This is an optimization exercise on Yosys and OpenROAD, whose aim is small area, not a production implementation. In this exercise RTL edits were held to simulation tests only and were not proved equivalent to the original. Power and IR drop assume default switching activity.

==> flow/design.v <==
`timescale 1ns / 1ps
module complete_alu(input clock,reset,enable_arith,enable_shift,input [15:0] aluin1,aluin2,input [2:0] operation,opselect,input [4:0] shift_number,output reg [15:0] aluoutfinal);
reg [15:0] aluoutarith, aluoutshift;
wire [15:0] a = aluin1, b = aluin2;
wire [15:0] ar = aluoutarith;
wire os_al = (opselect == 3'b001);
wire os_mr = (opselect == 3'b101);
wire op0 = (operation == 3'b000), op1 = (operation == 3'b001), op2 = (operation == 3'b010);
wire op3 = (operation == 3'b011), op4 = (operation == 3'b100), op5 = (operation == 3'b101);
wire op6 = (operation == 3'b110), op7 = (operation == 3'b111);
wire addop = os_al & (op0 | op1 | op2);
wire t0 = os_al & (op2 | op3);                          
wire t1 = os_al & (op0 | op1 | op5 | op6) | os_mr;      
wire t2 = os_al & (op0 | op1 | op3 | op5 | op6);        
wire t3 = os_al & (op2 | op4 | op5) | os_mr;            
wire sub = operation[1];
wire [16:0] c;
assign c[0] = sub;
wire [15:0] lin;
genvar k;
generate for (k = 0; k < 16; k = k + 1) begin : g_bit
    wire bb = b[k] ^ sub;
    assign c[k+1] = (a[k] & bb) | (c[k] & (a[k] ^ bb));
    wire f = a[k] ? (b[k] ? t3 : t2) : (b[k] ? t1 : t0);
    assign lin[k] = f ^ (addop & c[k]);
end endgenerate
wire ld_b = os_mr & (op0 | op4);           
wire ld_h = os_mr & (op1 | op5);           
wire extv = operation[2] ? ar[15] : (operation[0] ? b[6] : b[7]);
wire lhg = os_al & op7;
reg [15:0] an;
integer m;
always @* begin
    an[6:0] = lin[6:0];
    an[7] = lhg ? b[1] : ld_h ? extv : lin[7];
    for (m = 8; m < 13; m = m + 1)
        an[m] = lhg ? b[m-6] : (ld_b | ld_h) ? extv : lin[m];
    for (m = 13; m < 15; m = m + 1)
        an[m] = (ld_b | ld_h) ? extv : lin[m];
    an[15] = (os_al & op1) ? c[7] : ((os_al & op3) | (os_mr & ~op3)) ? 1'b0 : lin[15];
end
wire en_all = enable_arith & (os_al | (os_mr & (op0 | op4 | op1 | op5 | op3)));
wire en_mid = en_all & ~(os_al & op1);
wire en_15  = en_all & ~lhg;
wire left = ~operation[1];
wire fill = operation[1] & operation[0] & aluin1[15];
wire [15:0] st0 = aluin1;
wire [15:0] st1, st2, st3, st4;
generate for (k = 0; k < 16; k = k + 1) begin : g_shs
    wire l0 = shift_number[0] & left, r0 = shift_number[0] & ~left, k0 = ~shift_number[0];
    wire l1 = shift_number[1] & left, r1 = shift_number[1] & ~left, k1 = ~shift_number[1];
    wire l2 = shift_number[2] & left, r2 = shift_number[2] & ~left, k2 = ~shift_number[2];
    wire l3 = shift_number[3] & left, r3 = shift_number[3] & ~left, k3 = ~shift_number[3];
    assign st1[k] = (k0 & st0[k]) | (l0 & (k >= 1 ? st0[(k+15)%16] : 1'b0)) | (r0 & (k <= 14 ? st0[(k+1)%16] : fill));
    assign st2[k] = (k1 & st1[k]) | (l1 & (k >= 2 ? st1[(k+14)%16] : 1'b0)) | (r1 & (k <= 13 ? st1[(k+2)%16] : fill));
    assign st3[k] = (k2 & st2[k]) | (l2 & (k >= 4 ? st2[(k+12)%16] : 1'b0)) | (r2 & (k <= 11 ? st2[(k+4)%16] : fill));
    assign st4[k] = (k3 & st3[k]) | (l3 & (k >= 8 ? st3[(k+8)%16] : 1'b0)) | (r3 & (k <= 7 ? st3[(k+8)%16] : fill));
end endgenerate
wire [14:0] sh = shift_number[4] ? {15{fill}} : st4[14:0];
wire es_only = enable_shift & ~enable_arith;
wire s_lo = reset & es_only & ~operation[2];
wire s_15 = reset & es_only;
wire a_lo = reset & en_all, a_mid = reset & en_mid, a_15 = reset & en_15;
wire f_a = reset & enable_arith, f_s = reset & es_only;
wire f_h = reset & ~enable_arith & ~enable_shift;
always @(posedge clock) begin
    aluoutfinal <= ({16{f_a}} & ar) | ({16{f_s}} & aluoutshift) | ({16{f_h}} & aluoutfinal);
    aluoutarith[6:0]  <= ({7{a_lo}} & an[6:0]) | ({7{reset & ~a_lo}} & ar[6:0]);
    aluoutarith[14:7] <= ({8{a_mid}} & an[14:7]) | ({8{reset & ~a_mid}} & ar[14:7]);
    aluoutarith[15]   <= (a_15 & an[15]) | (reset & ~a_15 & ar[15]);
    aluoutshift[14:0] <= ({15{s_lo}} & sh) | ({15{reset & ~s_lo}} & aluoutshift[14:0]);
    aluoutshift[15]   <= (s_15 & (operation == 3'b001) & aluin1[14]) | (reset & ~s_15 & aluoutshift[15]);
end
endmodule
`timescale 1ns / 1ps
`timescale 1ns / 1ps
module fetch_controller(foutput,operation,opselect,enable_arith,enable_shift,shift_number,aluin1,aluin2,wr_a, mem_data_read_in1,mem_data_read_in2,reset,control_in,datain_a,addr_a,dataout_a, clock, src1, src2,imm);
parameter n = 16;
input  [n-1:0] dataout_a;
output [12:0] addr_a;
input  wr_a,reset;
output [n-1:0] datain_a;
output reg [n-1:0] mem_data_read_in2;
output [n-1:0] mem_data_read_in1;
output [n-1:0] aluin1;
output reg [n-1:0] aluin2;
output reg [4:0] shift_number;
input clock;
output [6:0] control_in;
output reg [n-1:0] src1;
output reg [n-1:0] src2;
output reg [n-1:0] imm;
output [n-1:0] foutput;
output reg enable_arith,enable_shift;
output [2:0] operation,opselect;
assign datain_a = 16'd0;
reg [13:0] pi;       
reg        first;    
reg [2:0]  j;        
reg [15:0] src12, src22, imm2;
reg [6:0]  c0, c1;   
reg [15:0] r0, r1;   
reg        p;        
reg        q;        
wire exec = !wr_a;
wire pi_3fff = pi[13] & pi[12];
wire pi_8195 = pi[13] & ~pi[12] & pi[1] & pi[0];
wire pi_hi   = |pi[12:2] | pi[13];
wire pi_gt2  = (pi_hi | (pi[1] & pi[0])) & ~pi_3fff;              
wire i_gt2   = ~first & (pi_hi | pi[1]) & ~pi_3fff & ~pi_8195;    
wire [13:0] i_now = first ? 14'h3fff : (pi_8195 ? 14'd0 : pi + 14'd1);
wire j0 = (j == 3'd0), j1 = (j == 3'd1), j2 = (j == 3'd2);
wire j3 = (j == 3'd3), j4 = (j == 3'd4), j5 = (j == 3'd5);
wire last4 = pi_gt2 ? j5 : j4;
wire last5 = pi_gt2 ? j0 : j5;
wire copy  = exec & j0 & last5;
assign addr_a = last4 ? src12[12:0] : last5 ? src22[12:0] : pi[12:0];
assign control_in = p ? c1 : c0;
assign mem_data_read_in1 = p ? r1 : r0;
wire [6:0] cq = q ? c1 : c0;
assign opselect  = cq[2:0];
assign operation = cq[6:4];
assign aluin1 = q ? r1 : r0;
wire ld_pi = reset & exec;             
wire hd_pi = reset & ~exec;
wire ld_j  = reset & exec & i_gt2;
wire hd_j  = reset & ~(exec & i_gt2);
wire ld_c0 = reset & exec & j1 & p,  hd_c0 = reset & ~(exec & j1 & p);
wire ld_r0 = reset & exec & j5 & p,  hd_r0 = reset & ~(exec & j5 & p);
wire ld_m2 = reset & exec & j0,      hd_m2 = reset & ~(exec & j0);
wire ld_cp = reset & copy,           hd_cp = reset & ~copy;
wire ld_c1 = reset & exec & j1 & ~p, hd_c1 = reset & ~(exec & j1 & ~p);
wire ld_r1 = reset & exec & j5 & ~p, hd_r1 = reset & ~(exec & j5 & ~p);
wire ld_s1 = reset & exec & j2,      hd_s1 = reset & ~(exec & j2);
wire ld_s2 = reset & exec & j3,      hd_s2 = reset & ~(exec & j3);
wire ld_im = reset & exec & j4,      hd_im = reset & ~(exec & j4);
always @(posedge clock) begin
    pi    <= ({14{ld_pi}} & i_now) | ({14{hd_pi}} & pi);
    first <= ~reset | (hd_pi & first);
    j     <= ({3{ld_j}} & (j5 ? 3'd0 : j + 3'd1)) | ({3{hd_j}} & j);
    p     <= (ld_cp & ~p) | (hd_cp & p);
    q     <= reset & p;
    c0    <= ({7{ld_c0}} & dataout_a[6:0]) | ({7{hd_c0}} & c0);
    r0    <= ({16{ld_r0}} & dataout_a) | ({16{hd_r0}} & r0);
    mem_data_read_in2 <= ({16{ld_m2}} & dataout_a) | ({16{hd_m2}} & mem_data_read_in2);
    src1  <= ({16{ld_cp}} & src12) | ({16{hd_cp}} & src1);
    src2  <= ({16{ld_cp}} & src22) | ({16{hd_cp}} & src2);
    imm   <= ({16{ld_cp}} & imm2)  | ({16{hd_cp}} & imm);
    c1    <= ({7{ld_c1}} & dataout_a[6:0]) | ({7{hd_c1}} & c1);
    r1    <= ({16{ld_r1}} & dataout_a) | ({16{hd_r1}} & r1);
    src12 <= ({16{ld_s1}} & dataout_a) | ({16{hd_s1}} & src12);
    src22 <= ({16{ld_s2}} & dataout_a) | ({16{hd_s2}} & src22);
    imm2  <= ({16{ld_im}} & dataout_a) | ({16{hd_im}} & imm2);
end
wire act   = reset & ~first;
wire os_al = (opselect == 3'b001);
wire os_mr = (opselect == 3'b101);
wire os_sh = (opselect == 3'b000);
wire a2_imm = act & os_al & control_in[3];
wire a2_m2  = act & (os_al & ~control_in[3] | os_mr & control_in[3]);
wire a2_hd  = reset & ~(a2_imm | a2_m2);
wire ld_e   = act & (os_al | os_mr | os_sh), hd_e = reset & ~ld_e;
wire sn_m2  = act & os_sh & imm[2];
wire sn_im  = act & os_sh & ~imm[2];
wire sn_hd  = reset & ~(act & os_sh);
always @(posedge clock) begin
    aluin2 <= ({16{a2_imm}} & imm) | ({16{a2_m2}} & mem_data_read_in2) | ({16{a2_hd}} & aluin2);
    shift_number <= ({5{sn_m2}} & mem_data_read_in2[4:0]) | ({5{sn_im}} & imm[10:6]) | ({5{sn_hd}} & shift_number);
    enable_arith <= (ld_e & (os_al | os_mr & control_in[3])) | (hd_e & enable_arith);
    enable_shift <= (ld_e & os_sh) | (hd_e & enable_shift);
end
complete_alu b3(.clock(clock),.reset(reset),.enable_arith(enable_arith),.enable_shift(enable_shift),.aluin1(aluin1),.aluin2(aluin2),.operation(operation),.opselect(opselect),.shift_number(shift_number),.aluoutfinal(foutput));
endmodule
==> flow/config.mk <==
export PLATFORM = sky130hd
export DESIGN_NAME = fetch_controller
export DESIGN_NICKNAME = fetch_controller
export VERILOG_FILES = /design/flow/design.v
export SDC_FILE = /design/flow/constraint.sdc
export NUM_CORES = 4
export LEC_CHECK = 0
export ABC_AREA = 1
export CAP_MARGIN = 20
export CORE_MARGIN = 2
export CORE_UTILIZATION = 58
export SLEW_MARGIN = 20
==> flow/constraint.sdc <==
create_clock -name core_clock -period 5.0 [get_ports {clock}]
set_input_delay 1.0000 -clock core_clock [delete_from_list [all_inputs] [get_ports {clock}]]
set_output_delay 1.0000 -clock core_clock [all_outputs]
set_load 0.01 [all_outputs]
standard.sh (not shown) runs the stock make flow with config.mk's settings and CLKGATE_MAP_FILE= SYNTH_SCRIPT=/design/flow/synth_recipe.tcl, a recipe that flattens the netlist after the stock synthesis.
==> flow/flow/run.sh <==
#!/bin/bash
# The standard layout (standard.sh) with these changes:
#  * synthesis uses synth_recipe.tcl unchanged, but ABC maps with the
#    area-oriented script flow/abc_area.script (registers are untouched);
#  * the port buffers are the smallest buffer cell (buf_1);
#  * one tie cell drives all constant outputs (no tie fanout repair);
#  * clock tree: options from flow/cts_args.txt (clkbuf_8, smaller sink
#    clusters, no dummy loads).
# Each tool's output goes to its ORFS log under orfs/logs; the make output
# goes to standard.log.
set -euo pipefail
HERE=$(pwd)
rm -rf "$HERE/myscripts"
cp -r "$FLOW_HOME/scripts" "$HERE/myscripts"
cp "$HERE/flow/abc_area.script" "$HERE/myscripts/abc_area.script"
{ echo "set ::env(SCRIPTS_DIR) $HERE/myscripts"; cat "$HERE/synth_recipe.tcl"; } > "$HERE/my_synth.tcl"
sed "s|SYNTH_SCRIPT=[^ ]*|SYNTH_SCRIPT=$HERE/my_synth.tcl|" "$HERE/standard.sh" > "$HERE/my_standard.sh"
grep -q "SYNTH_SCRIPT=$HERE/my_synth.tcl" "$HERE/my_standard.sh"
export BUFFER_PORTS_ARGS="-buffer_cell sky130_fd_sc_hd__buf_1"
export SKIP_REPAIR_TIE_FANOUT=1
export CTS_ARGS="$(cat "$HERE/flow/cts_args.txt")"
bash "$HERE/my_standard.sh" > "$HERE/standard.log" 2>&1
==> flow/flow/abc_area.script <==
strash
dc2
balance
rewrite
refactor
balance
rewrite
rewrite -z
balance
refactor -z
rewrite -z
balance
dc2
&get -n
&st
&deepsyn -T 60
&dch -f
&nf -a -R 2000
&put
topo
==> flow/flow/cts_args.txt <==
-sink_clustering_enable -repair_clock_nets -dont_use_dummy_load -buf_list sky130_fd_sc_hd__clkbuf_8 -sink_clustering_size 15 -sink_clustering_max_diameter 50
Change:
--- a/flow/design.v
+++ b/flow/design.v
@@ -1,5 +1,5 @@
 `timescale 1ns / 1ps
-module complete_alu(input clock,reset,enable_arith,enable_shift,input [15:0] aluin1,aluin2,input [2:0] operation,opselect,input [4:0] shift_number,output reg [15:0] aluoutfinal);
+module complete_alu(input clock,reset,enable_arith,enable_shift,input [15:0] aluin1,aluin2,input [2:0] operation,opselect,input [4:0] shift_number,input [6:0] next_ctl,output reg [15:0] aluoutfinal);
 reg [15:0] aluoutarith, aluoutshift;
 wire [15:0] a = aluin1, b = aluin2;
 wire [15:0] ar = aluoutarith;
@@ -15,14 +15,20 @@
 wire t3 = os_al & (op2 | op4 | op5) | os_mr;            
 wire sub = operation[1];
 wire [16:0] c;
-assign c[0] = sub;
+wire n_add = (next_ctl[2:0] == 3'b001) & ~next_ctl[6] & ~(next_ctl[5] & next_ctl[4]);
+reg x1, x0;
+always @(posedge clock) begin
+    x1 <= reset & n_add & ~next_ctl[5];
+    x0 <= reset & n_add & next_ctl[5];
+end
+assign c[0] = x0;
 wire [15:0] lin;
 genvar k;
 generate for (k = 0; k < 16; k = k + 1) begin : g_bit
-    wire bb = b[k] ^ sub;
-    assign c[k+1] = (a[k] & bb) | (c[k] & (a[k] ^ bb));
+    wire bb = b[k] ? x1 : x0;
+    assign c[k+1] = (a[k] & bb) | (c[k] & (a[k] | bb));
     wire f = a[k] ? (b[k] ? t3 : t2) : (b[k] ? t1 : t0);
-    assign lin[k] = f ^ (addop & c[k]);
+    assign lin[k] = f ^ c[k];
 end endgenerate
 wire ld_b = os_mr & (op0 | op4);           
 wire ld_h = os_mr & (op1 | op5);           
@@ -169,5 +175,5 @@
     enable_arith <= (ld_e & (os_al | os_mr & control_in[3])) | (hd_e & enable_arith);
     enable_shift <= (ld_e & os_sh) | (hd_e & enable_shift);
 end
-complete_alu b3(.clock(clock),.reset(reset),.enable_arith(enable_arith),.enable_shift(enable_shift),.aluin1(aluin1),.aluin2(aluin2),.operation(operation),.opselect(opselect),.shift_number(shift_number),.aluoutfinal(foutput));
+complete_alu b3(.clock(clock),.reset(reset),.enable_arith(enable_arith),.enable_shift(enable_shift),.aluin1(aluin1),.aluin2(aluin2),.operation(operation),.opselect(opselect),.shift_number(shift_number),.next_ctl(control_in),.aluoutfinal(foutput));
 endmodule
The changed run finished clean.
Synthesized cell count goes down by 0.63%.
Power falls by 0.69%.
Wire length shrinks by 2.7%.
Global-route usage came out lower by 0.86 points.
Utilization is higher by 1.3 points.
Maximum frequency grows by 1.7%.
Via count came out lower by 0.75%.

-- re-timing with driven ports --
How much do the figures lean on ideal ports? The routed layouts below were timed once more, with nothing changed but the port constraints.
Step 1, drivers: a clkbuf_16 drives clock and a buf_2 each remaining input, both assumed.
Step 2 moves the port delays by t, midway between the first and last clock arrival at a register: inputs arrive t later, outputs are due t later. That takes back most of the time a late clock gives input paths.
Slacks: ideal ports / drivers / drivers and shift; pairs: ideal ports / drivers.
run	shift t [ns]	setup WS [ns]	worst setup path after step 2	clock arrival spread, ns
the first run	0.585	0.321 / 0.321 / 0.321	register to register	0.103 / 0.103
the second run	0.597	0.399 / 0.399 / 0.399	register to register	0.067 / 0.066
After both steps every run listed still meets setup and hold.
